Source: an optimization exercise on an open RTL-to-GDS flow (aim: small area, a short achievable clock period and few clock cycles). Production flows keep margins and buffers that such runs may drop. Only simulation tests tie the RTL to the original design; equivalence was not proved.

--- flow/config.mk ---
export PLATFORM = sky130hd
export DESIGN_NAME = mac
export DESIGN_NICKNAME = mac
export VERILOG_FILES = /design/flow/design.v
export SDC_FILE = /design/flow/constraint.sdc
export NUM_CORES = 4
export LEC_CHECK = 0
export CAP_MARGIN = 20
export CORE_MARGIN = 2
export CORE_UTILIZATION = 60
export SETUP_SLACK_MARGIN = 3.2
export SLEW_MARGIN = 20
--- flow/constraint.sdc ---
create_clock -name core_clock -period 6.0 [get_ports {clk_i}]
set_input_delay 1.2000 -clock core_clock [delete_from_list [all_inputs] [get_ports {clk_i}]]
set_output_delay 1.2000 -clock core_clock [all_outputs]
set_load 0.01 [all_outputs]
--- flow/design.v ---
`timescale 1ns / 100ps
module coef_rom (
    input  wire [4:0]  k,
    output reg  [30:0] q
);
    always @(*) begin
        case (k)
            5'd0: q = 31'h3f800000;
            5'd1: q = 31'h3f800000;
            5'd2: q = 31'h3f000000;
            5'd3: q = 31'h3e2aaaab;
            5'd4: q = 31'h3d2aaaab;
            5'd5: q = 31'h3c088889;
            5'd6: q = 31'h3ab60b61;
            5'd7: q = 31'h39500d01;
            5'd8: q = 31'h37d00d01;
            5'd9: q = 31'h3638ef1d;
            5'd10: q = 31'h3493f27d;
            5'd11: q = 31'h32d7322b;
            5'd12: q = 31'h310f76c7;
            5'd13: q = 31'h2f309231;
            5'd14: q = 31'h2d49cba5;
            5'd15: q = 31'h2b573f9f;
            5'd16: q = 31'h29573f9f;
            5'd17: q = 31'h274a963b;
            5'd18: q = 31'h253413c3;
            5'd19: q = 31'h2317a4db;
            5'd20: q = 31'h20f2a15d;
            5'd21: q = 31'h1eb8dc77;
            5'd22: q = 31'h1c8671cb;
            5'd23: q = 31'h1a3b0da1;
            5'd24: q = 31'h17f96781;
            5'd25: q = 31'h159f9e67;
            5'd26: q = 31'h1344742f;
            5'd27: q = 31'h10e8d58f;
            5'd28: q = 31'h0e850c51;
            5'd29: q = 31'h0c12cfcd;
            5'd30: q = 31'h099c9963;
            default: q = 31'h00000000;
        endcase
    end
endmodule
`timescale 1ns / 100ps
module first_rom (
    input  wire [4:0]  k,
    output reg  [31:0] q
);
    always @(*) begin
        case (k)
            5'd0: q = 32'h3f800000;
            5'd1: q = 32'h3f800000;
            5'd2: q = 32'h3f000000;
            5'd3: q = 32'h3e2aaaab;
            5'd4: q = 32'h3d2aaaab;
            5'd5: q = 32'h3c088889;
            5'd6: q = 32'h3ab60b61;
            5'd7: q = 32'h39500d01;
            5'd8: q = 32'h37d00d01;
            5'd9: q = 32'h3638ef1d;
            5'd10: q = 32'h3493f27d;
            5'd11: q = 32'h32d7322b;
            5'd12: q = 32'h310f76c7;
            5'd13: q = 32'h2f309231;
            5'd14: q = 32'h2d49cba5;
            5'd15: q = 32'h2b573f9f;
            5'd16: q = 32'h29573f9f;
            5'd17: q = 32'h274a963b;
            5'd18: q = 32'h253413c3;
            5'd19: q = 32'h2317a4db;
            5'd20: q = 32'h20f2a15d;
            5'd21: q = 32'h1eb8dc77;
            5'd22: q = 32'h1c8671cb;
            5'd23: q = 32'h1a3b0da1;
            5'd24: q = 32'h17f96781;
            5'd25: q = 32'h159f9e67;
            5'd26: q = 32'h1344742f;
            5'd27: q = 32'h10e8d58f;
            5'd28: q = 32'h0e850c51;
            5'd29: q = 32'h0c12cfcd;
            5'd30: q = 32'h099c9973;
            default: q = 32'h00000000;
        endcase
    end
endmodule
`timescale 1ns / 100ps
module mac #(
    parameter int DATA_WIDTH    = 32,
    parameter int ADDR_LINES    = 5
) (
    input  logic                        clk_i,
    input  logic                        rstn_i,
    input  logic [DATA_WIDTH-1:0]       signal_i,
    input  logic                        wr_en_i,
    input  logic                        last_i,
    input  logic [ADDR_LINES-1:0]       terms_i,
    output logic                        full_o,
    output logic                        empty_o,
    output logic                        idle_o,
    output logic [DATA_WIDTH-1:0]       result_o,
    output logic                        done_o
);
    localparam int D  = 8;               
    localparam int SW = 3;               
    logic [1023:0] st;       
    logic [5:0]    count;
    logic          run;      
    logic          zrun;     
    logic [2:0]    g;        
    wire           busy = run | zrun;
    wire           wr   = wr_en_i & ~busy & ~count[5];
    always_ff @(posedge clk_i)
        for (int b = 0; b < 4; b++)
            if ((wr && count[4:3] == 2'(b)) || (run && (g == 3'(b) || (pr != 3'd0 && nl[4:3] == 2'(b))))) begin
                st[b*256 +: 224]     <= st[b*256+32 +: 224];
                st[b*256+224 +: 32]  <= run ? st[b*256 +: 32] : signal_i;
            end
    assign idle_o  = ~wr_en_i;
    logic [4:0]    nl;       
    logic [4:0]    tq;       
    logic [31:0]   a0r;      
    logic [SW-1:0] s;        
    logic [4:0]    it;       
    logic [SW-1:0] s0;       
    logic [SW-1:0] pr;       
    wire           lastg = (g == {1'b0, nl[4:3]});
    wire  [31:0]   a0_tab;
    first_rom u_first (.k(terms_i), .q(a0_tab));
    wire           fin_done;   
    wire           start = ~busy & last_i;
    wire  [4:0]    ncount = count[4:0] + {4'd0, wr} - 5'd1;
    always_ff @(posedge clk_i or negedge rstn_i) begin
        if (!rstn_i) begin
            count   <= 6'd0;
            full_o  <= 1'b0;
            empty_o <= 1'b1;
            run     <= 1'b0;
            zrun    <= 1'b0;
        end else begin
            if (wr) begin
                count   <= count + 6'd1;
                full_o  <= (count == 6'd31);
                empty_o <= 1'b0;
            end
            if (start) begin
                run  <= (terms_i != 5'd0);
                zrun <= (terms_i == 5'd0);
            end else if (fin_done) begin
                run     <= 1'b0;
                zrun    <= 1'b0;
                count   <= 6'd0;
                full_o  <= 1'b0;
                empty_o <= 1'b1;
            end
        end
    end
    always_ff @(posedge clk_i) begin
        if (start) begin
            nl <= ncount;
            tq <= terms_i;
            a0r <= a0_tab;
            s  <= '0;
            it <= 5'd1;
            g  <= 3'd0;
            s0 <= (ncount[4:3] != 2'd0) ? ~ncount[2:0] : 3'd0;
            pr <= (ncount[4:3] != 2'd0) ? ~ncount[2:0] : 3'd0;
        end else if (zrun) begin
            {g[1:0], s} <= {g[1:0], s} + 5'd1;
        end else if (run) begin
            if (pr != 3'd0) pr <= pr - 3'd1;
            if (s == (lastg ? s0 - SW'(1) : SW'(D-1))) begin
                if (it == tq) begin
                    it <= 5'd1;
                    g  <= g + 3'd1;
                    s  <= (g + 3'd1 == {1'b0, nl[4:3]}) ? s0 : s + SW'(1);
                end else begin
                    it <= it + 5'd1;
                    s  <= s + SW'(1);
                end
            end else begin
                s <= s + SW'(1);
            end
        end
    end
    wire          vq = run && ((g < {1'b0, nl[4:3]}) || (lastg && s >= ~nl[2:0]));
    wire          fq = (it == tq);
    wire          lq = fq && lastg && (s == SW'(D-1));
    wire  [4:0]   kq = tq - it;
    logic [D-1:0] vp;
    logic [D-1:0] fp, lp;
    logic [4:0]   kp [0:D-1];
    always_ff @(posedge clk_i or negedge rstn_i)
        if (!rstn_i) vp <= '0;
        else         vp <= {vp[D-2:0], vq};
    always_ff @(posedge clk_i) begin
        fp    <= {fp[D-2:0], fq};
        lp    <= {lp[D-2:0], lq};
        kp[0] <= kq;
        for (int i = 1; i < D; i++) kp[i] <= kp[i-1];
    end
    logic [31:0] acc_new;            
    logic [31:0] a_r;                
    logic        xs_r, xz_r;
    logic [7:0]  xe_r;               
    logic [11:0] one_r, two_r, neg_r;
    wire  [31:0] xrd = st[g[1:0]*256 +: 32];
    wire  [24:0] xb  = {1'b1, xrd[22:0], 1'b0};
    logic [11:0] b_one, b_two, b_neg;
    always_comb
        for (int i = 0; i < 12; i++) begin
            b_one[i] = xb[2*i+1] ^ xb[2*i];
            b_two[i] = (xb[2*i+2] & ~xb[2*i+1] & ~xb[2*i]) | (~xb[2*i+2] & xb[2*i+1] & xb[2*i]);
            b_neg[i] = xb[2*i+2] & ~(xb[2*i+1] & xb[2*i]);
        end
    always_ff @(posedge clk_i) begin
        a_r   <= (it == 5'd1) ? a0r : acc_new;
        xs_r  <= xrd[31];
        xz_r  <= (xrd[30:0] == 31'd0);
        xe_r  <= xrd[30:23] - 8'd127;
        one_r <= b_one;
        two_r <= b_two;
        neg_r <= b_neg;
    end
    function automatic [95:0] csa(input [47:0] x, input [47:0] y, input [47:0] z);
        csa = {x ^ y ^ z, ((x & y) | (x & z) | (y & z)) << 1};
    endfunction
    wire [23:0] am = {1'b1, a_r[22:0]};
    logic [47:0] row [0:12];
    always_comb begin
        logic [24:0] v [0:11];
        for (int i = 0; i < 12; i++)
            v[i] = (one_r[i] ? {1'b0, am} : two_r[i] ? {am, 1'b0} : 25'd0) ^ {25{neg_r[i]}};
        row[0] = {20'd0, ~neg_r[0], neg_r[0], neg_r[0], v[0]};
        for (int i = 1; i < 11; i++)
            row[i] = ({21'd0, 1'b1, ~neg_r[i], v[i]} << (2*i)) | ({47'd0, neg_r[i-1]} << (2*i-2));
        row[11] = {~neg_r[11], v[11], 22'd0} | ({47'd0, neg_r[10]} << 20);
        row[12] = {am, 24'd0} | ({47'd0, neg_r[11]} << 22);
    end
    logic [47:0] t1 [0:8];
    logic [47:0] t2 [0:5];
    always_comb begin
        {t1[0], t1[1]} = csa(row[0], row[1], row[2]);
        {t1[2], t1[3]} = csa(row[3], row[4], row[5]);
        {t1[4], t1[5]} = csa(row[6], row[7], row[8]);
        {t1[6], t1[7]} = csa(row[9], row[10], row[11]);
        t1[8] = row[12];
        {t2[0], t2[1]} = csa(t1[0], t1[1], t1[2]);
        {t2[2], t2[3]} = csa(t1[3], t1[4], t1[5]);
        {t2[4], t2[5]} = csa(t1[6], t1[7], t1[8]);
    end
    logic [47:0] r1 [0:5];
    logic        z1, sg1;
    logic [7:0]  pe1;
    always_ff @(posedge clk_i) begin
        for (int i = 0; i < 6; i++) r1[i] <= t2[i];
        z1  <= xz_r | (a_r[30:0] == 31'd0);
        sg1 <= xs_r ^ a_r[31];
        pe1 <= xe_r + a_r[30:23];
    end
    logic [47:0] t3 [0:3];
    logic [47:0] t4 [0:2];
    logic [47:0] t5 [0:1];
    always_comb begin
        {t3[0], t3[1]} = csa(r1[0], r1[1], r1[2]);
        {t3[2], t3[3]} = csa(r1[3], r1[4], r1[5]);
        {t4[0], t4[1]} = csa(t3[0], t3[1], t3[2]);
        t4[2] = t3[3];
        {t5[0], t5[1]} = csa(t4[0], t4[1], t4[2]);
    end
    wire  [30:0] c_tab;
    coef_rom u_coef (.k(kp[1]), .q(c_tab));
    logic [47:0] ps2, pc2;
    logic        z2, sg2;
    logic [7:0]  pe2;
    logic [30:0] c2;
    always_ff @(posedge clk_i) begin
        ps2 <= z1 ? 48'd0 : t5[0];       
        pc2 <= z1 ? 48'd0 : t5[1];
        z2  <= z1;
        sg2 <= sg1;
        pe2 <= pe1;
        c2  <= c_tab;
    end
    wire [23:0] plo  = {1'b0, ps2[22:0]} + {1'b0, pc2[22:0]};
    wire [25:0] phi0 = {1'b0, ps2[47:23], 1'b0} + {1'b0, pc2[47:23], 1'b0};
    wire [25:0] phi1 = {1'b0, ps2[47:23], 1'b1} + {1'b0, pc2[47:23], 1'b1};
    wire [7:0]  pez  = z2 ? 8'd0 : pe2;              
    wire [7:0]  pez1 = pez + 8'd1;                   
    wire [7:0]  ce2  = c2[30:23];
    wire [8:0]  d0   = {1'b0, ce2} - {1'b0, pez};    
    wire [7:0]  n0   = pez - ce2;                    
    wire [8:0]  d1   = (pez == 8'hff) ? {1'b0, ce2} : ({1'b0, ce2} + {1'b1, ~pez});
    wire [7:0]  n1   = pez - ce2 + 8'd1;
    logic [24:0] ph3;                                
    logic [22:0] cm3;
    logic [7:0]  ce3, be03, be13, dif03, dif13;
    logic        bs3, comp03, comp13, eq03, eq13;
    always_ff @(posedge clk_i) begin
        ph3    <= plo[23] ? phi1[25:1] : phi0[25:1];
        bs3    <= ~z2 & sg2;
        cm3    <= c2[22:0];
        ce3    <= ce2;
        be03   <= pez;
        be13   <= pez1;
        comp03 <= ~d0[8] & (d0[7:0] != 8'd0);        
        comp13 <= ~d1[8] & (d1[7:0] != 8'd0);
        eq03   <= (d0 == 9'd0);
        eq13   <= (d1 == 9'd0);
        dif03  <= d0[8] ? n0 : d0[7:0];              
        dif13  <= d1[8] ? n1 : d1[7:0];
    end
    wire        p47  = ph3[24];
    wire [22:0] bm   = p47 ? ph3[23:1] : ph3[22:0];
    wire [7:0]  be   = p47 ? be13 : be03;
    wire        comp = p47 ? comp13 : comp03;
    wire        eq   = p47 ? eq13 : eq03;
    wire [7:0]  dif  = p47 ? dif13 : dif03;
    wire [23:0] shin = {1'b1, comp ? bm : cm3};
    wire [23:0] shd  = (dif >= 8'd24) ? 24'd0 : (shin >> dif[4:0]);
    logic [23:0] big4;
    logic [24:0] sh4;            
    logic [7:0]  bex4;
    logic        sub4, sgn4, eqs4;
    always_ff @(posedge clk_i) begin
        big4 <= {1'b1, comp ? cm3 : bm};
        sh4  <= {1'b0, shd} ^ {25{bs3}};
        bex4 <= comp ? ce3 : be;
        sub4 <= bs3;
        sgn4 <= comp ? 1'b0 : bs3;
        eqs4 <= eq & bs3;
    end
    wire  [25:0] suma = {1'b0, big4, 1'b1} + {sh4, sub4};
    wire  [24:0] sumb = {~sh4[23:0], 1'b1} + {~big4, 1'b1};
    logic [24:0] suma5;
    logic [23:0] sumb5;
    logic [7:0]  bex5;
    logic        sgn5, eqs5;
    always_ff @(posedge clk_i) begin
        suma5 <= suma[25:1];
        sumb5 <= sumb[24:1];
        bex5  <= bex4;
        sgn5  <= sgn4;
        eqs5  <= eqs4;
    end
    wire        cbig  = eqs5 & suma5[24];       
    wire [24:0] sum5  = cbig ? {1'b0, sumb5} : suma5;
    logic [4:0] lz;
    always_comb begin
        lz = 5'd24;
        for (int i = 0; i < 24; i++)
            if (sum5[i]) lz = 5'(23 - i);
    end
    logic [24:0] sum6;
    logic [4:0]  lz6;
    logic        nz6;
    logic [7:0]  bex6;
    logic        sgn6;
    always_ff @(posedge clk_i) begin
        sum6 <= sum5;
        lz6  <= lz;
        nz6  <= |sum5[22:0];
        bex6 <= bex5;
        sgn6 <= cbig ? 1'b0 : sgn5;
    end
    logic [7:0]  ne;
    logic [22:0] nm;
    always_comb begin
        if (sum6[24]) begin
            nm = sum6[23:1];
            ne = bex6 + 8'd1;
        end else if (nz6) begin
            nm = sum6[22:0] << lz6;
            ne = bex6 - {3'd0, lz6};
        end else begin
            nm = sum6[22:0];
            ne = bex6;
        end
    end
    logic [31:0] acc7;
    always_ff @(posedge clk_i)
        acc7 <= zrun ? a0r : {sgn6, ne, nm};
    assign acc_new = acc7;
    wire zlast = zrun && ({g[1:0], s} == nl);
    assign fin_done = (vp[D-2] & fp[D-2] & lp[D-2]) | zlast;
    assign result_o = acc7;
    always_ff @(posedge clk_i or negedge rstn_i)
        if (!rstn_i) done_o <= 1'b0;
        else         done_o <= (vp[D-2] & fp[D-2]) | zrun;
endmodule
--- flow/run.sh ---
#!/bin/bash
# synth_recipe.tcl (not shown) runs the flow's synth.tcl, then flattens the netlist and writes it again
# the make line also repeats each setting of config.mk as NAME=value (left out here)
make -C /OpenROAD-flow-scripts/flow DESIGN_CONFIG=/design/flow/config.mk WORK_HOME=/design/flow/orfs CLKGATE_MAP_FILE= SYNTH_SCRIPT=/design/flow/synth_recipe.tcl finish
==> flow_metrics.py, run 1 <==
metrics = {
    "status": {
        "outcome": "finished clean",
    },
    "timing": {
        "setup_tns_ns": 0,
        "max_freq_ghz": 0.3063,
        "finalSetupViolCount": 0,
        "period_share": 0.5442,
        "slew_viol_final": 0,
        "clock_skew_ns": 0.03575,
        "maxSlewHeadroom": 0.3099,
        "rsz0062_at_grt": "true",
        "hold_violations": 0,
        "period_minus_slack_ns": 3.265,
        "tightestPinTransition_ns": 1.035,
        "whs_ns": 0.3114,
    },
    "setup_path": {
        "worstSetupStartpointType": "register",
        "critPathArrivalTime_ns": 3.94,
        "reg2reg_depth": 10,
        "cp-endpoint": "ph3[22]$_DFF_P_",
        "r2r-end": "ph3[22]$_DFF_P_",
        "crit_fanout": 3,
        "crit_type": "register to register",
        "r2r_start": "ps2[20]$_SDFF_PP0_",
        "r2r_slack_ns": 2.73,
        "end_kind": "register",
        "cp-startpoint": "ps2[20]$_SDFF_PP0_",
        "crit_required_ns": 6.67,
    },
    "routing": {
        "drt_first_iter_violations": 4220,
        "wl_met2_um": 82080,
        "drt-met1-wl_um": 78710,
        "routed.top_layer": "met5",
        "dr.pass1.iters": 6,
        "wirelength_um": 176900,
        "num_vias": 45730,
        "dr_wl_met3_um": 10820,
        "drc": 0,
        "wl_per_cell_um": 21.95,
        "via_per_inst": 5.674,
        "ant_nets": 0,
    },
    "cts": {
        "cts_tree": "yes",
        "postCtsHoldBufs": 0,
        "clk_pin_slew_worst_paths_ns": 0.06,
        "cts.htree.levels": 4,
        "cts_buffers": 177,
        "cts.sinks": 1803,
        "ctsRootBufferMaster": "clkbuf_16",
        "cts_buffer_depth": 3,
        "clk_latency_ns": 0.82,
    },
    "global_route": {
        "grt-ovfl-total": 0,
        "grt_pass1_wl_um": 267900,
        "grt_max_degree": 87,
        "grt_pass1_vias": 45050,
        "antenna_found_initial": 7,
        "grt_usage": 0.2686,
    },
    "yosys": {
        "synth_cells": 6150,
        "synth_cell_type_count": 79,
        "yosysSeqAreaShare": 0.6047,
        "synth_edf_count": 1070,
        "syn_avg_cell_area_um2": 12.61,
        "yosysWarnings": 21,
        "synth_seq_cells": 1803,
        "synthFlopType": "edfxtp_1",
        "synth_nets": 6716,
        "synth.cell_area_um2": 77550,
        "async_flop_share": 0.009983,
    },
    "final_layout": {
        "layoutNonFillerInstCount": 8060,
        "drive_above_1_share": 0.1228,
        "nets": 6811,
        "fillers": 9080,
        "utilization": 0.6891,
        "syn_to_final_growth_pct": 13.61,
    },
    "place": {
        "gp_congestion": 0.8667,
        "place_inst": 7626,
        "port_buffers": 76,
        "detailed_place_hpwl_um": 115100,
    },
    "floorplanning": {
        "ioPinCount": 77,
        "die_y_um": 363.5,
        "core_um2": 127800,
        "dieArea_um2": 132100,
        "die_w_um": 363.5,
        "start_util": 0.6066,
        "rows": 131,
    },
    "worst_hold_path": {
        "hold_class": "register to register",
    },
    "run": {
        "maxCapViolations": 0,
    },
}
==> layout by cell type (no fill, tap or decap), types with 49 or more instances in the layout <==
master / count
nor2_1: 214
xor2_1: 84
o21ai_0: 353
buf_4: 141
a22oi_1: 133
ha_1: 245
nor2b_1: 133
nand2b_1: 49
clkbuf_16: 185
dfxtp_1: 679
edfxtp_1: 1070
nand2_1: 812
fa_1: 265
mux2i_1: 119
inv_1: 355
xnor2_1: 369
a21oi_1: 185
mux2_2: 63
==> critical path, stage by stage (launching register included) <==
cell	delay [ns]
dfxtp_1	0.32
ha_4	0.27
and4_4	0.23
nand4_1	0.17
or4_4	0.66
a311o_1	0.41
a311oi_4	0.34
o21a_2	0.19
o41a_4	0.16
a21oi_4	0.07
o311a_1	0.30
==> synth_stat cells (11+ instances only) <==
| cell | count | area [um^2] |
|---|---|---|
| edfxtp_1 | 1070 | 32130 |
| o21ai_0 | 368 | 1842 |
| clkbuf_1 | 296 | 1111 |
| nor4_1 | 19 | 118.9 |
| buf_2 | 12 | 60.06 |
| a211oi_1 | 29 | 217.7 |
| o21a_1 | 11 | 82.58 |
| mux2i_1 | 127 | 1271 |
| mux4_2 | 48 | 1081 |
| nor2_1 | 220 | 825.8 |
| dfxtp_1 | 715 | 14310 |
| or3_1 | 14 | 87.58 |
| nand2_1 | 816 | 3063 |
| nor2b_1 | 140 | 875.8 |
| nand4_1 | 18 | 112.6 |
| nor3_1 | 46 | 230.2 |
| ha_1 | 256 | 3203 |
| a21oi_1 | 209 | 1046 |
| nand3_1 | 49 | 245.2 |
| xor2_1 | 85 | 744.5 |
| o22ai_1 | 15 | 93.84 |
| buf_1 | 37 | 138.9 |
| xnor2_1 | 373 | 3267 |
| nand2b_1 | 53 | 331.6 |
| o21bai_1 | 18 | 135.1 |
| a22oi_1 | 134 | 1006 |
| nand3b_1 | 14 | 105.1 |
| a21o_1 | 43 | 322.8 |
| inv_1 | 364 | 1366 |
| dfrtp_1 | 17 | 425.4 |
| o211ai_1 | 26 | 195.2 |
| fa_1 | 269 | 5385 |
| a31oi_1 | 24 | 150.1 |
| mux2_2 | 64 | 720.7 |
==> per-stage QoR <==
stage          setup slack (ns)  instance area [um^2]
2_1_floorplan            -1.944                 77650
3_3_place_gp              1.810                 79940
3_5_place_dp              1.788                 79960
4_1_cts                   2.789                 87300
5_1_grt                   2.629                 88090
6_report                  2.735                 88100
==> metal layers <==
| layer | GRT usage | vias to the layer above |
|---|---|---|
| met3 | 0.04468 | 292 |
| li1 | - | 21410 |
| met4 | 0.08942 | 2 |
| met1 | 0.3838 | 22630 |
| met2 | 0.4221 | 1402 |
| met5 | 0 | - |
==> state kept, by name (all words and copies together), names as in the netlist, 10 cells and up <==
name	cells
st	1024
r1	186
ps2	43
pc2	42
a_r	32
acc7	32
a0r	30
c2	30
ph3	25
sh4	25
sum6	25
suma5	25
sumb5	24
big4	23
cm3	23
neg_r	12
one_r	12
two_r	12
kp	10
==> what timing repair did <==
item,4_1_cts,5_1_grt
gates resized for setup,177,95
buffers inserted,54,39
pin swaps,42,43
setup endpoints to repair,1379,155
gates cloned,7,2
hold endpoints to repair,0,0
==> kinds of logic (layout without fill, tap and decap cells) <==
group,Yosys count,in the layout,share of synthesized area
other,0,6,0
flip-flops,1803,1803,0.6047
buffers and inverters,720,956,0.03504
multiplexers,239,242,0.03962
AO/OA/AOI/OAI,974,975,0.07696
XOR/XNOR,458,458,0.05172
adder cells (fa/ha/maj),525,525,0.1107
AND/OR/NAND/NOR,1431,1433,0.08120
==> cell type report <==
class                      instances  area (um^2)  area share
timing repair inverter             1        5.005  0.00005681
antenna                            6        15.01   0.0001704
tap                             1662         2079     0.02360
inverter                         375         1429     0.01622
clock buffer                     234         4965     0.05635
clock inverter                    92         1325     0.01504
multi-input combinational       3633        28900      0.3280
timing repair buffer             254         2421     0.02748
sequential                      1803        46970      0.5331
==> how the worst min path moves through the flow <==
stage                                from         endpoint  slack, ns  cells past startpoint
after floorplan           bex4[0]$_DFF_P_  bex5[0]$_DFF_P_       0.31                      0
after global placement    sgn4$_SDFF_PP0_     sgn5$_DFF_P_       0.31                      0
after detailed placement     eqs4$_DFF_P_     eqs5$_DFF_P_       0.31                      0
after CTS                   c2[4]$_DFF_P_   cm3[4]$_DFF_P_       0.31                      0
after global routing       c2[14]$_DFF_P_  cm3[14]$_DFF_P_       0.33                      0
final                       c2[4]$_DFF_P_   cm3[4]$_DFF_P_       0.31                      0
Testbench counts, summed over its fixed seeds: cycles 14,498.
==> inputs of run 2 (changes only) <==
--- a/flow/design.v
+++ b/flow/design.v
@@ -116,15 +116,14 @@
             end
     assign idle_o  = ~wr_en_i;
     logic [4:0]    nl;       
-    logic [4:0]    tq;       
-    logic [31:0]   a0r;      
+    wire  [4:0]    tq = terms_i;
     logic [SW-1:0] s;        
     logic [4:0]    it;       
     logic [SW-1:0] s0;       
     logic [SW-1:0] pr;       
     wire           lastg = (g == {1'b0, nl[4:3]});
-    wire  [31:0]   a0_tab;
-    first_rom u_first (.k(terms_i), .q(a0_tab));
+    wire  [31:0]   a0r;      
+    first_rom u_first (.k(terms_i), .q(a0r));
     wire           fin_done;   
     wire           start = ~busy & last_i;
     wire  [4:0]    ncount = count[4:0] + {4'd0, wr} - 5'd1;
@@ -156,8 +155,6 @@
     always_ff @(posedge clk_i) begin
         if (start) begin
             nl <= ncount;
-            tq <= terms_i;
-            a0r <= a0_tab;
             s  <= '0;
             it <= 5'd1;
             g  <= 3'd0;
@@ -267,40 +264,37 @@
         {t5[0], t5[1]} = csa(t4[0], t4[1], t4[2]);
     end
     wire  [30:0] c_tab;
-    coef_rom u_coef (.k(kp[1]), .q(c_tab));
+    coef_rom u_coef (.k(kp[2]), .q(c_tab));
     logic [47:0] ps2, pc2;
     logic        z2, sg2;
     logic [7:0]  pe2;
-    logic [30:0] c2;
     always_ff @(posedge clk_i) begin
         ps2 <= z1 ? 48'd0 : t5[0];       
         pc2 <= z1 ? 48'd0 : t5[1];
         z2  <= z1;
         sg2 <= sg1;
         pe2 <= pe1;
-        c2  <= c_tab;
     end
     wire [23:0] plo  = {1'b0, ps2[22:0]} + {1'b0, pc2[22:0]};
     wire [25:0] phi0 = {1'b0, ps2[47:23], 1'b0} + {1'b0, pc2[47:23], 1'b0};
     wire [25:0] phi1 = {1'b0, ps2[47:23], 1'b1} + {1'b0, pc2[47:23], 1'b1};
     wire [7:0]  pez  = z2 ? 8'd0 : pe2;              
     wire [7:0]  pez1 = pez + 8'd1;                   
-    wire [7:0]  ce2  = c2[30:23];
+    wire [7:0]  ce2  = c_tab[30:23];
     wire [8:0]  d0   = {1'b0, ce2} - {1'b0, pez};    
     wire [7:0]  n0   = pez - ce2;                    
     wire [8:0]  d1   = (pez == 8'hff) ? {1'b0, ce2} : ({1'b0, ce2} + {1'b1, ~pez});
     wire [7:0]  n1   = pez - ce2 + 8'd1;
     logic [24:0] ph3;                                
     logic [22:0] cm3;
-    logic [7:0]  ce3, be03, be13, dif03, dif13;
+    logic [7:0]  ce3, pez3, dif03, dif13;
     logic        bs3, comp03, comp13, eq03, eq13;
     always_ff @(posedge clk_i) begin
         ph3    <= plo[23] ? phi1[25:1] : phi0[25:1];
         bs3    <= ~z2 & sg2;
-        cm3    <= c2[22:0];
+        cm3    <= c_tab[22:0];
         ce3    <= ce2;
-        be03   <= pez;
-        be13   <= pez1;
+        pez3   <= pez;
         comp03 <= ~d0[8] & (d0[7:0] != 8'd0);        
         comp13 <= ~d1[8] & (d1[7:0] != 8'd0);
         eq03   <= (d0 == 9'd0);
@@ -310,7 +304,7 @@
     end
     wire        p47  = ph3[24];
     wire [22:0] bm   = p47 ? ph3[23:1] : ph3[22:0];
-    wire [7:0]  be   = p47 ? be13 : be03;
+    wire [7:0]  be   = pez3 + {7'd0, p47};
     wire        comp = p47 ? comp13 : comp03;
     wire        eq   = p47 ? eq13 : eq03;
     wire [7:0]  dif  = p47 ? dif13 : dif03;
--- a/flow/config.mk
+++ b/flow/config.mk
@@ -8,5 +8,6 @@
 export CAP_MARGIN = 20
 export CORE_MARGIN = 2
 export CORE_UTILIZATION = 60
+export CTS_BUF_LIST = sky130_fd_sc_hd__clkbuf_8
 export SETUP_SLACK_MARGIN = 3.2
 export SLEW_MARGIN = 20
==> run 2 against run 1 <==
  * Fmax hardly changed
  * Utilization is 0.90 points lower
  * Final cell count is 1.3% higher
  * Global-route usage is 0.68 points higher
  * Sequential share of layout area is 0.22 points higher
  * Worst hold slack worse by 0.033 ns
  * Largest cell class unchanged
==> flow_metrics.py, run 2 <==
metrics = {
    "routing": {
        "wirelength_um": 179300,
        "ant_nets": 0,
        "num_vias": 46580,
        "drt_first_iter_violations": 4380,
        "wl_per_cell_um": 21.96,
        "drc": 0,
        "dr.pass1.iters": 8,
        "via_per_inst": 5.705,
    },
    "yosys": {
        "synth_top_area_cell": "edfxtp_1",
        "synth.cell_area_um2": 76290,
        "synth_top_area_frac": 0.4074,
        "synth_area_leaders": "edfxtp_1 (41%), dfxtp_1 (19%), fa_1 (7.1%)",
        "synth_nets": 6687,
        "yosysWarnings": 21,
        "synth_cells": 6129,
        "yosys-top-cells-count": "edfxtp_1 (1035), nand2_1 (842), dfxtp_1 (707), o21ai_0 (389), inv_1 (357)",
        "synth_cell_type_count": 73,
        "yosysSeqAreaShare": 0.5989,
        "synthFlopType": "edfxtp_1",
        "synth_seq_cells": 1760,
        "synth_edf_count": 1035,
        "async_flop_share": 0.01023,
        "syn_avg_cell_area_um2": 12.45,
        "synth.most_common_cell": "edfxtp_1",
    },
    "final_layout": {
        "mostFrequentLayoutCell": "edfxtp_1",
        "fillers": 9282,
        "drive_above_1_share": 0.1331,
        "final_cell_mix": "edfxtp_1 (1035), nand2_1 (837), dfxtp_1 (644)",
        "nets": 6867,
        "largest-register": "st",
        "utilization": 0.6802,
        "syn_to_final_growth_pct": 12.25,
        "reg.largest.list": "st (1024), r1 (186), ps2 (43)",
        "largest_reg_flops": 1024,
    },
    "setup_path": {
        "crit_type": "register to register",
        "worstSetupStartpointType": "register",
        "crit_required_ns": 6.85,
        "crit_fanout": 4,
        "end_kind": "register",
        "critPathArrivalTime_ns": 4.12,
    },
    "timing": {
        "worst_slack_ns": 2.738,
        "tightestPinTransition_ns": 1.123,
        "whs_ns": 0.2788,
        "clock_skew_ns": 0.06682,
        "slew_viol_final": 0,
        "maxSlewHeadroom": 0.2501,
        "period_minus_slack_ns": 3.262,
        "setup_tns_ns": 0,
        "period_share": 0.5437,
        "hold_violations": 0,
        "finalSetupViolCount": 0,
        "rsz0062_at_grt": "true",
        "max_freq_ghz": 0.3065,
    },
    "global_route": {
        "antenna_found_initial": 7,
        "grt_pass1_vias": 45880,
        "grt_usage": 0.2754,
        "grt_pass1_wl_um": 273600,
        "grt-ovfl-total": 0,
        "grt_max_degree": 90,
    },
    "floorplanning": {
        "ioPinCount": 77,
        "die_w_um": 360.6,
        "dieArea_um2": 130000,
        "start_util": 0.6060,
        "rows": 130,
        "die_y_um": 360.6,
        "core_um2": 125900,
    },
    "cts": {
        "cts.htree.levels": 5,
        "clk_latency_ns": 0.99,
        "cts_tree": "yes",
        "cts_buffers": 296,
        "ctsRootBufferMaster": "clkbuf_8",
        "cts.sinks": 1760,
        "clk_pin_slew_worst_paths_ns": 0.06,
        "cts_buffer_depth": 4,
    },
    "status": {
        "outcome": "finished clean",
    },
    "run": {
        "maxCapViolations": 0,
    },
    "place": {
        "gp_congestion": 0.8878,
        "place_ws_ns": 1.907,
        "port_buffers": 76,
        "detailed_place_hpwl_um": 117500,
    },
    "worst_hold_path": {
        "hold_class": "register to register",
    },
}
run 2: cell types whose count changed in the layout (fill, tap and decap cells not counted), sizes merged, moves of 18 or more:
cell and delta:
o21ai +20, nand2b +30, clkinv +22, bufinv -18, edfxtp -35, xnor2 -21
xor2 +23, nand2 +26, inv +76, dlygate4sd2 -31, mux2 -33, nor2 -22
clkbuf +97
run 2: layer usage:
metal,part of all wire,track usage,vias up
met5,0.000039,0,-
met4,0.024,0.08335,2
met3,0.064,0.05051,296
met2,0.46,0.4247,1618
met1,0.45,0.4011,23120
li1,-,-,21540
run 2: worst paths after layout:
kind / cells after the start / to / from / slack (ns)
hold / removal: 0 / bex6[0]$_DFF_P_ / bex5[0]$_DFF_P_ / 0.28
hold reg to reg: 0 / bex6[0]$_DFF_P_ / bex5[0]$_DFF_P_ / 0.28
setup / recovery: 11 / ph3[24]$_DFF_P_ / ps2[7]$_SDFF_PP0_ / 2.74
setup reg to reg: 11 / ph3[24]$_DFF_P_ / ps2[7]$_SDFF_PP0_ / 2.74
max in group asynchronous: 1 / run$_DFFE_PN0P_ / rstn_i / 4.55
min in group asynchronous: 1 / count[3]$_DFF_PN0_ / rstn_i / 0.74
run 2: metrics by stage:
step,cells,instance area [um^2]
5_1_grt,8165,85630
2_1_floorplan,6129,76390
3_3_place_gp,7583,78640
4_1_cts,8128,84900
3_5_place_dp,7583,78640
6_report,8165,85630
run 2: final cells by class:
cell class,count,area (um^2),share of cell area
Timing Repair Buffer,227,2128,0.02485
Timing Repair inverter,1,5.005,0.00005845
Antenna cell,1,2.502,0.00002922
Tap cell,1650,2064,0.02411
Multi-Input combinational cell,3654,28730,0.3355
Clock inverter,173,927.1,0.01083
Clock buffer,330,4542,0.05304
Inverter,369,1396,0.01631
Sequential cell,1760,45830,0.5353
run 2: cell families after synthesis:
kind of cell,synth area share
mux,0.03523
xor+xnor,0.05281
flops,0.5989
buf+inv,0.03585
fa+ha+maj,0.1113
compound gates,0.08148
simple gates,0.08450
run 2: worst max-delay path, cell delays in order, from the launching register on:
cell and delay, ns:
dfxtp_2 0.32, ha_4 0.20, a41o_1 0.18, a2111o_1 0.38, a221o_2 0.48, a21o_4 0.28
mux2i_4 0.23, a31oi_4 0.14, a211o_4 0.40, a21oi_4 0.25, nor4_2 0.08, a311oi_2 0.18
run 2: timing repair:
action / 4_1_cts / 5_1_grt
hold buffers: 0 / 0
gates cloned: 9 / 2
pin swaps: 36 / 50
endpoints found under the setup margin: 1360 / 298
buffers inserted: 33 / 33
resized for setup: 317 / 107
Testbench counts of run 2, summed over its fixed seeds: cycles 14,498.
==> inputs of run 3 (changes only) <==
--- a/flow/design.v
+++ b/flow/design.v
@@ -265,19 +265,38 @@
     end
     wire  [30:0] c_tab;
     coef_rom u_coef (.k(kp[2]), .q(c_tab));
-    logic [47:0] ps2, pc2;
+    wire [22:0] lgn = t5[0][22:0] & t5[1][22:0];
+    wire [22:0] lpr = t5[0][22:0] | t5[1][22:0];
+    logic [5:0] bg, bp;
+    always_comb
+        for (int b = 0; b < 6; b++) begin
+            bg[b] = 1'b0;
+            bp[b] = 1'b1;
+            for (int i = 0; i < 4; i++)
+                if (4*b + i < 23) begin
+                    bg[b] = lgn[4*b+i] | (lpr[4*b+i] & bg[b]);
+                    bp[b] = bp[b] & lpr[4*b+i];
+                end
+        end
+    logic [24:0] ps2, pc2;               
+    logic [5:0]  bg2, bp2;
     logic        z2, sg2;
     logic [7:0]  pe2;
     always_ff @(posedge clk_i) begin
-        ps2 <= z1 ? 48'd0 : t5[0];       
-        pc2 <= z1 ? 48'd0 : t5[1];
+        ps2 <= z1 ? 25'd0 : t5[0][47:23];    
+        pc2 <= z1 ? 25'd0 : t5[1][47:23];
+        bg2 <= z1 ? 6'd0  : bg;
+        bp2 <= bp;
         z2  <= z1;
         sg2 <= sg1;
         pe2 <= pe1;
     end
-    wire [23:0] plo  = {1'b0, ps2[22:0]} + {1'b0, pc2[22:0]};
-    wire [25:0] phi0 = {1'b0, ps2[47:23], 1'b0} + {1'b0, pc2[47:23], 1'b0};
-    wire [25:0] phi1 = {1'b0, ps2[47:23], 1'b1} + {1'b0, pc2[47:23], 1'b1};
+    logic c23;
+    always_comb begin
+        c23 = 1'b0;
+        for (int b = 0; b < 6; b++) c23 = bg2[b] | (bp2[b] & c23);
+    end
+    wire [25:0] phi  = {ps2, 1'b1} + {pc2, c23};
     wire [7:0]  pez  = z2 ? 8'd0 : pe2;              
     wire [7:0]  pez1 = pez + 8'd1;                   
     wire [7:0]  ce2  = c_tab[30:23];
@@ -290,7 +309,7 @@
     logic [7:0]  ce3, pez3, dif03, dif13;
     logic        bs3, comp03, comp13, eq03, eq13;
     always_ff @(posedge clk_i) begin
-        ph3    <= plo[23] ? phi1[25:1] : phi0[25:1];
+        ph3    <= phi[25:1];
         bs3    <= ~z2 & sg2;
         cm3    <= c_tab[22:0];
         ce3    <= ce2;
--- a/flow/config.mk
+++ b/flow/config.mk
@@ -8,6 +8,5 @@
 export CAP_MARGIN = 20
 export CORE_MARGIN = 2
 export CORE_UTILIZATION = 60
-export CTS_BUF_LIST = sky130_fd_sc_hd__clkbuf_8
-export SETUP_SLACK_MARGIN = 3.2
+export SETUP_SLACK_MARGIN = 3.0
 export SLEW_MARGIN = 20
==> run 3 against run 2 <==
  * Global-route usage decreased by 0.33 points
  * Critical path depth increased by 1
  * Via count decreased by 2.3%
  * Synthesized cell count fell by 1.4%
  * Synthesized area is 0.46% lower
  * Setup slack better by 0.23 ns
  * Sequential share of layout area decreased by 0.32 points
  * Critical path type unchanged
  * Final cell count fell by 3.6%
  * Clock skew fell by 0.028 ns
==> flow_metrics.py, run 3 <==
metrics = {
    "setup_path": {
        "crit_required_ns": 6.70,
        "critPathTopFamily": "compound AO/OA/AOI/OAI gates",
        "crit_type": "register to register",
        "path_cells": "a211oi_4 > o21bai_4 > a21o_1 > fa_2 > a211oi_4 > o21a_1 > o41ai_4 > o41a_1 > a21oi_1 > inv_1 > a41o_1 > xor2_1",
        "critPathArrivalTime_ns": 3.72,
        "path_buf_inv": 1,
        "end_kind": "register",
        "crit_fanout": 3,
        "slowest_stage": "o41a_1",
        "slowest_delay_ns": 0.39,
        "worstSetupStartpointType": "register",
        "path_common_cell": "a211oi_4",
    },
    "cts": {
        "clk_latency_ns": 0.81,
        "cts_buffers": 170,
        "cts.htree.levels": 4,
        "cts.sinks": 1734,
        "cts_buffer_depth": 3,
        "cts_tree": "yes",
        "clk_pin_slew_worst_paths_ns": 0.06,
        "ctsRootBufferMaster": "clkbuf_16",
    },
    "final_layout": {
        "final_cell_mix": "edfxtp_1 (1035), nand2_1 (780), dfxtp_1 (641)",
        "syn_to_final_growth_pct": 11.95,
        "seq_area_um2": 45230,
        "largest-register": "st",
        "nets": 6620,
        "drive_above_1_share": 0.1001,
        "stdcell_area_um2": 85010,
        "reg.largest.list": "st (1024), r1 (186)",
        "mostFrequentLayoutCell": "edfxtp_1",
        "layoutNonFillerInstCount": 7875,
        "fillers": 9137,
        "largest_reg_flops": 1024,
        "num_antenna_cells": 0,
        "multi_input_area_um2": 28520,
    },
    "timing": {
        "whs_ns": 0.3238,
        "period_share": 0.5047,
        "rsz0062_at_grt": "true",
        "period_minus_slack_ns": 3.028,
        "clock_skew_ns": 0.03911,
        "finalSetupViolCount": 0,
        "hold_violations": 0,
        "slew_viol_final": 0,
        "setup_tns_ns": 0,
        "maxSlewHeadroom": 0.2302,
        "max_freq_ghz": 0.3303,
        "tightestPinTransition_ns": 1.153,
    },
    "global_route": {
        "grt-ovfl-total": 0,
        "grt_max_degree": 89,
        "antenna_found_initial": 10,
        "grt_usage": 0.2722,
        "grt_pass1_wl_um": 267600,
        "grt_pass1_vias": 43960,
    },
    "yosys": {
        "synth.cell_area_um2": 75940,
        "syn_avg_cell_area_um2": 12.57,
        "async_flop_share": 0.01038,
        "synth_seq_cells": 1734,
        "synth_edf_count": 1035,
        "synth_cells": 6041,
        "synth_nets": 6582,
        "yosysWarnings": 21,
        "yosys-top-cells-count": "edfxtp_1 (1035), nand2_1 (781), dfxtp_1 (681), xnor2_1 (361), inv_1 (351)",
        "synthFlopType": "edfxtp_1",
        "synth_cell_type_count": 84,
        "synth_area_leaders": "edfxtp_1 (41%), dfxtp_1 (18%), fa_1 (7.1%)",
        "synth_top_area_frac": 0.4093,
        "yosysSeqAreaShare": 0.5948,
        "synth_top_area_cell": "edfxtp_1",
        "synth.most_common_cell": "edfxtp_1",
    },
    "routing": {
        "ant_nets": 0,
        "routed.top_layer": "met5",
        "drt-met1-wl_um": 81180,
        "dr_wl_met3_um": 11500,
        "wl_per_cell_um": 22.52,
        "via_per_inst": 5.779,
        "dr.pass1.iters": 6,
        "wl_met2_um": 80060,
        "drt_first_iter_violations": 4712,
        "wirelength_um": 177300,
        "num_vias": 45510,
        "drc": 0,
    },
    "floorplanning": {
        "die_y_um": 359.8,
        "start_util": 0.6047,
        "core_um2": 125600,
        "dieArea_um2": 129400,
        "rows": 130,
        "ioPinCount": 77,
        "die_w_um": 359.8,
    },
    "place": {
        "gp_congestion": 0.8814,
        "placed_area_um2": 78450,
        "port_buffers": 76,
        "place_inst": 7519,
        "detailed_place_hpwl_um": 117000,
    },
    "worst_hold_path": {
        "hold_class": "register to register",
    },
    "run": {
        "maxCapViolations": 0,
    },
    "status": {
        "outcome": "finished clean",
    },
}
-- run 3: cell count changes after synthesis, sizes merged, moves of 26 or more --
cell    change
dfxtp      -26
nand2      -61
nand2b     -36
nor2       +35
nor2b      -37
mux2i      +74
o21ai      -78
-- run 3: worst reg2reg max path, stage by stage, from the launching register on --
cell and delay (ns):
dfxtp_2 0.32, a211oi_4 0.27, o21bai_4 0.12, a21o_1 0.21, fa_2 0.38, a211oi_4 0.26
o21a_1 0.23, o41ai_4 0.11, o41a_1 0.39, a21oi_1 0.18, inv_1 0.08, a41o_1 0.25
xor2_1 0.14
-- run 3: worst paths after layout --
kind / from / endpoint / slack, ns / cells past startpoint
min in group asynchronous: rstn_i / count[5]$_DFF_PN0_ / 0.90 / 1
worst min-delay path: c_tab[2]$_DFF_P_ / cm3[2]$_DFF_P_ / 0.32 / 0
worst max-delay path: bp2[2]$_DFF_P_ / ph3[17]$_DFF_P_ / 2.97 / 12
max in group asynchronous: rstn_i / run$_DFFE_PN0P_ / 4.43 / 1
worst min register to register: c_tab[2]$_DFF_P_ / cm3[2]$_DFF_P_ / 0.32 / 0
worst max register to register: bp2[2]$_DFF_P_ / ph3[17]$_DFF_P_ / 2.97 / 12
-- run 3: cell families after synthesis --
logic type                 Yosys count  synth area share
AOI/OAI and AO/OA                  967           0.08064
xor gates and xnor gates           458           0.05282
adders and majority gates          506            0.1097
buffers and inverters              712           0.03564
DFF                               1734            0.5948
muxes                              286           0.04701
and+or+nand+nor                   1378           0.07945
-- run 3: repair_timing --
| item | CTS | global route |
|---|---|---|
| gates cloned | 4 | 0 |
| buffers inserted | 24 | 10 |
| endpoints found under the setup margin | 1237 | 75 |
| hold buffers | 0 | 0 |
| pin swaps | 13 | 14 |
| gates resized for setup | 88 | 34 |
| endpoints found under the hold margin | 0 | 0 |
-- run 3: final cells by class --
class | count | share of cell area
repair buffers | 212 | 0.02345
flip-flops and latches | 1734 | 0.5321
repair inverters | 1 | 0.00005887
clock buffers | 229 | 0.05526
inverters | 362 | 0.01613
clock inverters | 89 | 0.01329
well taps | 1650 | 0.02428
multi-input cells | 3598 | 0.3354
-- run 3: through the flow --
| stage | util | worst slack (ns) |
|---|---|---|
| after global placement | 0.6247 | 1.696 |
| after detailed placement | 0.6247 | 1.624 |
| after CTS | 0.6751 | 2.978 |
| after global routing | 0.6770 | 2.883 |
| after floorplan | - | -1.950 |
| final | 0.6770 | 2.972 |
-- run 3: layer usage --
metal  global-route usage  up-vias
met4              0.08115        2
li1                     -    21060
met1               0.4063    22640
met3              0.04384      253
met2               0.4140     1551
met5                    0        -
Testbench counts of run 3, summed over its fixed seeds: cycles 14,498.
==> inputs of run 4 (changes only) <==
--- a/flow/design.v
+++ b/flow/design.v
@@ -278,25 +278,49 @@
                     bp[b] = bp[b] & lpr[4*b+i];
                 end
         end
-    logic [24:0] ps2, pc2;               
+    wire  [24:0] hs = t5[0][47:23];
+    wire  [24:0] hc = t5[1][47:23];
+    wire  [24:0] hp = hs ^ hc;
+    wire  [24:0] hg = hs & hc;
+    logic [6:0]  hbg, hbp;
+    always_comb
+        for (int b = 0; b < 7; b++) begin
+            hbg[b] = 1'b0;
+            hbp[b] = 1'b1;
+            for (int i = 0; i < 4; i++)
+                if (4*b + i < 25) begin
+                    hbg[b] = hg[4*b+i] | (hp[4*b+i] & hbg[b]);
+                    hbp[b] = hbp[b] & hp[4*b+i];
+                end
+        end
+    logic [24:0] hp2, hg2;
+    logic [6:0]  hbg2, hbp2;
     logic [5:0]  bg2, bp2;
     logic        z2, sg2;
     logic [7:0]  pe2;
     always_ff @(posedge clk_i) begin
-        ps2 <= z1 ? 25'd0 : t5[0][47:23];    
-        pc2 <= z1 ? 25'd0 : t5[1][47:23];
+        hp2  <= z1 ? 25'd0 : hp;             
+        hg2  <= z1 ? 25'd0 : hg;
+        hbg2 <= z1 ? 7'd0  : hbg;
+        hbp2 <= hbp;
         bg2 <= z1 ? 6'd0  : bg;
         bp2 <= bp;
         z2  <= z1;
         sg2 <= sg1;
         pe2 <= pe1;
     end
-    logic c23;
+    logic        c23;
+    logic [6:0]  hbc;
+    logic [24:0] hcy, phs;
     always_comb begin
         c23 = 1'b0;
         for (int b = 0; b < 6; b++) c23 = bg2[b] | (bp2[b] & c23);
+        hbc[0] = c23;
+        for (int b = 1; b < 7; b++) hbc[b] = hbg2[b-1] | (hbp2[b-1] & hbc[b-1]);
+        for (int j = 0; j < 25; j++)
+            hcy[j] = (j % 4 == 0) ? hbc[j/4] : (hg2[j-1] | (hp2[j-1] & hcy[j-1]));
+        phs = hp2 ^ hcy;
     end
-    wire [25:0] phi  = {ps2, 1'b1} + {pc2, c23};
     wire [7:0]  pez  = z2 ? 8'd0 : pe2;              
     wire [7:0]  pez1 = pez + 8'd1;                   
     wire [7:0]  ce2  = c_tab[30:23];
@@ -309,7 +333,7 @@
     logic [7:0]  ce3, pez3, dif03, dif13;
     logic        bs3, comp03, comp13, eq03, eq13;
     always_ff @(posedge clk_i) begin
-        ph3    <= phi[25:1];
+        ph3    <= phs;
         bs3    <= ~z2 & sg2;
         cm3    <= c_tab[22:0];
         ce3    <= ce2;
--- a/flow/config.mk
+++ b/flow/config.mk
@@ -8,5 +8,5 @@
 export CAP_MARGIN = 20
 export CORE_MARGIN = 2
 export CORE_UTILIZATION = 60
-export SETUP_SLACK_MARGIN = 3.0
+export SETUP_SLACK_MARGIN = 3.1
 export SLEW_MARGIN = 20
==> run 4 against run 3 <==
  * Still clean
  * Final cell count rose by 1.3%
  * Cell area rose by 0.73%
  * Clock skew rose by 0.0091 ns
  * Critical path depth shrank 2
  * Synthesized cell count grew 1.6%
  * Fmax grew 5.8%
  * Highest routed layer unchanged
==> flow_metrics.py, run 4 <==
metrics = {
    "status": {
        "outcome": "finished clean",
    },
    "routing": {
        "num_vias": 45930,
        "routed.top_layer": "met5",
        "ant_nets": 0,
        "via_per_inst": 5.759,
        "dr_wl_met3_um": 11130,
        "drt-met1-wl_um": 81310,
        "wirelength_um": 177200,
        "dr.pass1.iters": 6,
        "drt_first_iter_violations": 4286,
        "wl_per_cell_um": 22.22,
        "drc": 0,
        "wl_met2_um": 80470,
    },
    "yosys": {
        "synth-simple-area-share": 0.08393,
        "synth_top_area_cell": "edfxtp_1",
        "synth_seq_cells": 1739,
        "yosys-top-cells-count": "edfxtp_1 (1035), nand2_1 (825), dfxtp_1 (686), inv_1 (411), xnor2_1 (354)",
        "syn_avg_cell_area_um2": 12.48,
        "synth-compound-area-share": 0.07918,
        "synth-xor-area-share": 0.05077,
        "synth_area_leaders": "edfxtp_1 (41%), dfxtp_1 (18%), fa_1 (7.0%)",
        "synthMuxAreaShare": 0.04482,
        "synthFlopType": "edfxtp_1",
        "synth_cell_type_count": 98,
        "synth_cells": 6139,
        "async_flop_share": 0.01035,
        "synth.most_common_cell": "edfxtp_1",
        "synth_top_family_by_area": "adder cells",
        "synthAdderAreaFrac": 0.1110,
        "synth.cell_area_um2": 76590,
        "synth_edf_count": 1035,
        "yosysWarnings": 21,
        "synth_nets": 6696,
        "yosysSeqAreaShare": 0.5910,
        "synth_top_area_frac": 0.4058,
    },
    "cts": {
        "clk_latency_ns": 0.82,
        "cts_buffer_depth": 3,
        "cts.sinks": 1739,
        "clk_pin_slew_worst_paths_ns": 0.06,
        "cts_tree": "yes",
        "cts_buffers": 172,
        "cts.htree.levels": 4,
        "ctsRootBufferMaster": "clkbuf_16",
    },
    "timing": {
        "whs_ns": 0.3201,
        "hold_violations": 0,
        "rsz0062_at_grt": "true",
        "maxSlewHeadroom": 0.2376,
        "period_share": 0.4771,
        "tightestPinTransition_ns": 1.142,
        "worst_slack_ns": 3.137,
        "finalSetupViolCount": 0,
        "period_minus_slack_ns": 2.863,
        "clock_skew_ns": 0.04821,
        "setup_tns_ns": 0,
        "slew_viol_final": 0,
        "max_freq_ghz": 0.3493,
    },
    "floorplanning": {
        "core_um2": 127200,
        "ioPinCount": 77,
        "die_w_um": 361.3,
        "start_util": 0.6022,
        "dieArea_um2": 130500,
        "die_y_um": 361.3,
        "rows": 131,
    },
    "place": {
        "detailed_place_hpwl_um": 118000,
        "place_ws_ns": 1.449,
        "placed_area_um2": 78870,
        "place_inst": 7608,
        "port_buffers": 76,
        "gp_congestion": 0.8997,
    },
    "global_route": {
        "grt_pass1_vias": 44870,
        "grt_max_degree": 85,
        "antenna_found_initial": 8,
        "grt-ovfl-total": 0,
        "grt_pass1_wl_um": 269800,
        "grt_usage": 0.2718,
    },
    "setup_path": {
        "reg2reg_depth": 10,
        "r2r_start": "r1[0][27]$_DFF_P_",
        "crit_type": "register to register",
        "worstSetupStartpointType": "register",
        "cp-startpoint": "r1[0][27]$_DFF_P_",
        "r2r-end": "hbg2[1]$_SDFF_PP0_",
        "critPathArrivalTime_ns": 3.52,
        "crit_required_ns": 6.66,
        "crit_fanout": 3,
        "r2r_slack_ns": 3.14,
        "cp-endpoint": "hbg2[1]$_SDFF_PP0_",
        "end_kind": "register",
    },
    "worst_hold_path": {
        "hold_class": "register to register",
    },
    "final_layout": {
        "layoutNonFillerInstCount": 7974,
        "drive_above_1_share": 0.1088,
        "reg.largest.list": "st (1024), r1 (186)",
        "nets": 6723,
        "largest_reg_flops": 1024,
        "final_cell_mix": "edfxtp_1 (1035), nand2_1 (822), dfxtp_1 (634)",
        "mostFrequentLayoutCell": "edfxtp_1",
        "stdcell_area_um2": 85630,
        "num_antenna_cells": 0,
        "syn_to_final_growth_pct": 11.80,
        "fillers": 9279,
        "largest-register": "st",
    },
    "run": {
        "maxCapViolations": 0,
    },
}
[run 4: cell types whose count changed after synthesis, sizes merged, moves of 13 or more]
cell / change
a21oi: +15
ha: +17
inv: +59
mux2i: -79
mux4: +28
nand2: +44
nor2: +13
[run 4: how the worst min path moves through the flow]
stage	from	endpoint	cells after the start	slack, ns
floorplan	bex4[0]$_DFF_P_	bex5[0]$_DFF_P_	0	0.31
global placement	pe1[7]$_DFF_P_	pe2[7]$_DFF_P_	0	0.31
detailed placement	bex5[4]$_DFF_P_	bex6[4]$_DFF_P_	0	0.31
CTS	bex5[4]$_DFF_P_	bex6[4]$_DFF_P_	0	0.32
global route	fp[4]$_DFF_P_	fp[5]$_DFF_P_	0	0.33
finish	c_tab[20]$_DFF_P_	cm3[20]$_DFF_P_	0	0.32
[run 4: kinds of logic (layout without fill, tap and decap cells)]
| kind of cell | count (synthesis) | in the layout |
|---|---|---|
| compound gates | 962 | 965 |
| simple gates | 1463 | 1463 |
| fa+ha+maj | 520 | 520 |
| xor+xnor | 444 | 444 |
| flops | 1739 | 1739 |
| buf+inv | 777 | 947 |
| mux | 234 | 234 |
[run 4: repair_timing]
action                     4_1_cts  5_1_grt
setup buffers                   26       16
gates cloned                     4        0
hold buffers                     0        0
setup endpoints to repair     1303       75
resized for setup              123       64
pin swaps                        9       28
[run 4: area by class of cell]
cell class,instances,area (um^2),area share
Clock inverter,91,1012,0.01182
Timing Repair Buffer,200,1896,0.02214
Sequential cell,1739,45370,0.5298
Inverter,427,1629,0.01902
Clock buffer,229,4815,0.05622
Multi-Input combinational cell,3626,28830,0.3367
Tap cell,1662,2079,0.02428
[run 4: layer usage]
| layer | vias up | global-route usage |
|---|---|---|
| li1 | 21280 | - |
| met1 | 22910 | 0.4026 |
| met2 | 1479 | 0.4188 |
| met3 | 248 | 0.04500 |
| met4 | 6 | 0.07541 |
| met5 | - | 0 |
[run 4: worst max-delay path: stages, from the launching register on]
cell	delay, ns
dfxtp_2	0.34
fa_1	0.55
inv_2	0.04
fa_1	0.50
fa_1	0.46
inv_1	0.12
ha_4	0.22
a21o_1	0.17
a21o_1	0.15
a21oi_2	0.14
nor2_1	0.06
[run 4: per-stage QoR]
step                  util
floorplan                -
global placement    0.6201
detailed placement  0.6201
CTS                 0.6706
global route        0.6733
finish              0.6733
Testbench counts of run 4, summed over its fixed seeds: cycles 14,498.
==> inputs of run 5 (changes only) <==
--- a/flow/config.mk
+++ b/flow/config.mk
@@ -5,8 +5,11 @@
 export SDC_FILE = /design/flow/constraint.sdc
 export NUM_CORES = 4
 export LEC_CHECK = 0
+export ABC_AREA = 1
 export CAP_MARGIN = 20
 export CORE_MARGIN = 2
-export CORE_UTILIZATION = 60
+export CORE_UTILIZATION = 65
+export CTS_CLUSTER_DIAMETER = 100
+export CTS_CLUSTER_SIZE = 24
 export SETUP_SLACK_MARGIN = 3.1
 export SLEW_MARGIN = 20
==> run 5 against run 4 <==
  * Setup slack got worse by 0.15 ns
  * Cell area fell by 5.7%
  * Highest routed layer unchanged
  * Largest cell class unchanged
  * Still clean on timing, DRC and antenna
  * Critical endpoint is now ph3[23]$_DFF_P_
  * Die area fell by 10%
==> flow_metrics.py, run 5 <==
metrics = {
    "floorplanning": {
        "die_y_um": 342.2,
        "dieArea_um2": 117100,
        "rows": 124,
        "start_util": 0.6528,
        "ioPinCount": 77,
        "core_um2": 113900,
        "die_w_um": 342.2,
    },
    "routing": {
        "ant_nets": 0,
        "via_per_inst": 5.868,
        "num_vias": 46600,
        "wl_per_cell_um": 22.69,
        "dr.pass1.iters": 6,
        "wirelength_um": 180200,
        "drc": 0,
        "drt_first_iter_violations": 5475,
    },
    "setup_path": {
        "critPathTopFamily": "simple AND/OR/NAND/NOR gates",
        "r2r_slack_ns": 2.99,
        "path_buf_inv": 0,
        "slowest_stage": "dfxtp_2",
        "crit_type": "register to register",
        "critPathArrivalTime_ns": 3.66,
        "crit_fanout": 2,
        "r2r-end": "ph3[23]$_DFF_P_",
        "path_common_cell": "nand2_2",
        "worstSetupStartpointType": "register",
        "path_cells": "a21o_1 > a21oi_4 > nor2_4 > o21ai_2 > nand2_2 > a21o_1 > nand2_1 > nand2_2 > nand2_2 > nand2_2 > nand2_2 > nand2_4 > nand2_2 > nand2_2 > ha_4 > or2_4 > ha_4 > or2_4 > ha_4 > nor2_4 > xnor2_1",
        "reg2reg_depth": 21,
        "slowest_delay_ns": 0.33,
        "crit_required_ns": 6.65,
        "end_kind": "register",
        "r2r_start": "bp2[2]$_DFF_P_",
    },
    "cts": {
        "cts.htree.levels": 3,
        "clk_pin_slew_worst_paths_ns": 0.10,
        "cts_buffers": 85,
        "ctsRootBufferMaster": "clkbuf_16",
        "cts_tree": "yes",
        "cts_buffer_depth": 3,
        "clk_latency_ns": 0.73,
        "cts.sinks": 1739,
    },
    "timing": {
        "period_share": 0.5015,
        "max_freq_ghz": 0.3324,
        "slew_viol_final": 0,
        "finalSetupViolCount": 0,
        "maxSlewHeadroom": 0.3579,
        "whs_ns": 0.2972,
        "period_minus_slack_ns": 3.009,
        "tightestPinTransition_ns": 0.9631,
        "worst_slack_ns": 2.991,
        "rsz0062_at_grt": "true",
        "clock_skew_ns": 0.05877,
        "hold_violations": 0,
    },
    "global_route": {
        "grt-ovfl-total": 0,
        "grt_max_degree": 107,
        "antenna_found_initial": 9,
        "grt_usage": 0.3026,
        "grt_pass1_wl_um": 268600,
        "grt_pass1_vias": 45040,
    },
    "yosys": {
        "synth_seq_cells": 1739,
        "synth_cells": 6365,
        "synth_cell_type_count": 63,
        "syn_avg_cell_area_um2": 11.68,
        "synth_area_leaders": "edfxtp_1 (42%), dfxtp_1 (18%), fa_1 (7.2%)",
        "synth_nets": 6922,
        "synth.cell_area_um2": 74340,
        "yosysWarnings": 21,
        "async_flop_share": 0.01035,
        "synthFlopType": "edfxtp_1",
        "synth_top_area_frac": 0.4181,
        "synth_top_area_cell": "edfxtp_1",
        "synth.most_common_cell": "edfxtp_1",
        "yosysSeqAreaShare": 0.6089,
        "yosys-top-cells-count": "edfxtp_1 (1035), nand2_1 (867), inv_1 (760), dfxtp_1 (686), xor2_1 (393)",
        "synth_edf_count": 1035,
    },
    "final_layout": {
        "reg.largest.list": "st (1024), r1 (186)",
        "largest-register": "st",
        "largest_reg_flops": 1024,
        "nets": 6924,
        "syn_to_final_growth_pct": 8.653,
        "mostFrequentLayoutCell": "edfxtp_1",
        "final_cell_mix": "edfxtp_1 (1035), nand2_1 (849), inv_1 (736)",
        "layoutNonFillerInstCount": 7941,
        "drive_above_1_share": 0.08044,
        "utilization": 0.7092,
    },
    "worst_hold_path": {
        "hold_depth": 0,
        "hp-start": "c_tab[10]$_DFF_P_",
        "whs_endpoint": "cm3[10]$_DFF_P_",
        "hold_class": "register to register",
    },
    "run": {
        "maxCapViolations": 0,
    },
    "place": {
        "place_inst": 7716,
        "gp_congestion": 0.9604,
        "port_buffers": 76,
        "detailed_place_hpwl_um": 120100,
        "place_ws_ns": 1.859,
    },
    "status": {
        "outcome": "finished clean",
    },
}
-- run 5: cell count changes after synthesis, sizes merged, moves of 108 or more --
| cell | before | now |
|---|---|---|
| nor2b | 108 | 0 |
| inv | 415 | 793 |
| xor2 | 90 | 393 |
| a22oi | 136 | 5 |
| o21ai | 307 | 447 |
| xnor2 | 354 | 36 |
| o22ai | 15 | 287 |
-- run 5: area by class of cell --
| class | instances | area (um^2) |
|---|---|---|
| Clock inverter | 13 | 300.3 |
| Inverter | 803 | 3156 |
| Clock buffer | 134 | 2331 |
| Fill cell | 7992 | 33110 |
| Multi-Input combinational cell | 3528 | 25650 |
| Timing Repair Buffer | 191 | 1944 |
| Sequential cell | 1739 | 45360 |
| Tap cell | 1512 | 1892 |
| Timing Repair inverter | 19 | 130.1 |
| Antenna cell | 2 | 5.005 |
-- run 5: cells by family (layout without fill, tap and decap cells) --
| family | count (synthesis) | after routing | synth area share |
|---|---|---|---|
| simple gates | 1410 | 1411 | 0.07655 |
| mux | 24 | 24 | 0.003282 |
| other cells | 0 | 2 | 0 |
| fa+ha+maj | 516 | 516 | 0.1138 |
| flops | 1739 | 1739 | 0.6089 |
| xor+xnor | 429 | 429 | 0.05055 |
| buf+inv | 1099 | 1160 | 0.05605 |
| compound gates | 1148 | 1148 | 0.09084 |
-- run 5: how the worst max path moves through the flow --
stage	from	end	cells after the start
6_report	bp2[2]$_DFF_P_	ph3[23]$_DFF_P_	21
3_3_place_gp	wr_en_i	st[424]$_DFFE_PP_	6
3_5_place_dp	wr_en_i	st[16]$_DFFE_PP_	7
2_1_floorplan	wr_en_i	st[0]$_DFFE_PP_	4
4_1_cts	bg2[1]$_SDFF_PP0_	ph3[23]$_DFF_P_	21
5_1_grt	bp2[2]$_DFF_P_	ph3[23]$_DFF_P_	21
-- run 5: metrics by stage --
stage / setup TNS [ns] / cell area (um^2)
after floorplan: -1054.59 / 74500
after global placement: 0 / 76510
after detailed placement: 0 / 76520
after CTS: 0 / 80020
after global routing: 0 / 80770
final: 0 / 80770
-- run 5: repair_timing --
item / in CTS / in global routing
hold buffers: 0 / 0
endpoints found under the setup margin: 1067 / 206
cloned: 13 / 13
pin swaps: 26 / 38
setup buffers: 19 / 31
gates resized for setup: 191 / 104
-- run 5: metal layers --
metal  share of wire  global-route usage  vias up
li1                -                   -    21380
met1            0.42              0.4345    22660
met2            0.46              0.4800     2168
met3           0.083             0.04267      386
met4           0.037              0.1016        2
met5        0.000067                   0        -

==> re-timing with driven ports <==
How much do the figures lean on ideal ports? The routed layouts below were timed once more, with nothing changed but the port constraints. Step 1: set_driving_cell puts a clkbuf_16 on clk_i and a buf_2 on each other input, an assumption about the parent block. Step 2 moves the port delays by t, midway between the first and last clock arrival at a register: inputs arrive t later, outputs are due t later. That takes back most of the time a late clock gives input paths. Slacks: no drivers / after step 1 / after step 2; pairs: no drivers / after step 1.
run | t, ns | setup slack, ns | cell pins on the clock port's net
run 1 | 0.877 | 2.735 / 2.735 / 2.409 | 1
run 2 | 1.024 | 2.738 / 2.738 / 2.264 | 1
run 3 | 0.873 | 2.972 / 2.972 / 2.169 | 1
run 4 | 0.877 | 3.137 / 3.062 / 2.185 | 1
run 5 | 0.785 | 2.991 / 2.991 / 2.529 | 1
After both steps every run listed still meets setup and hold. For run 4, which loses most, drivers alone change the setup slack by -0.075 ns; drivers and shift together by -0.952 ns.
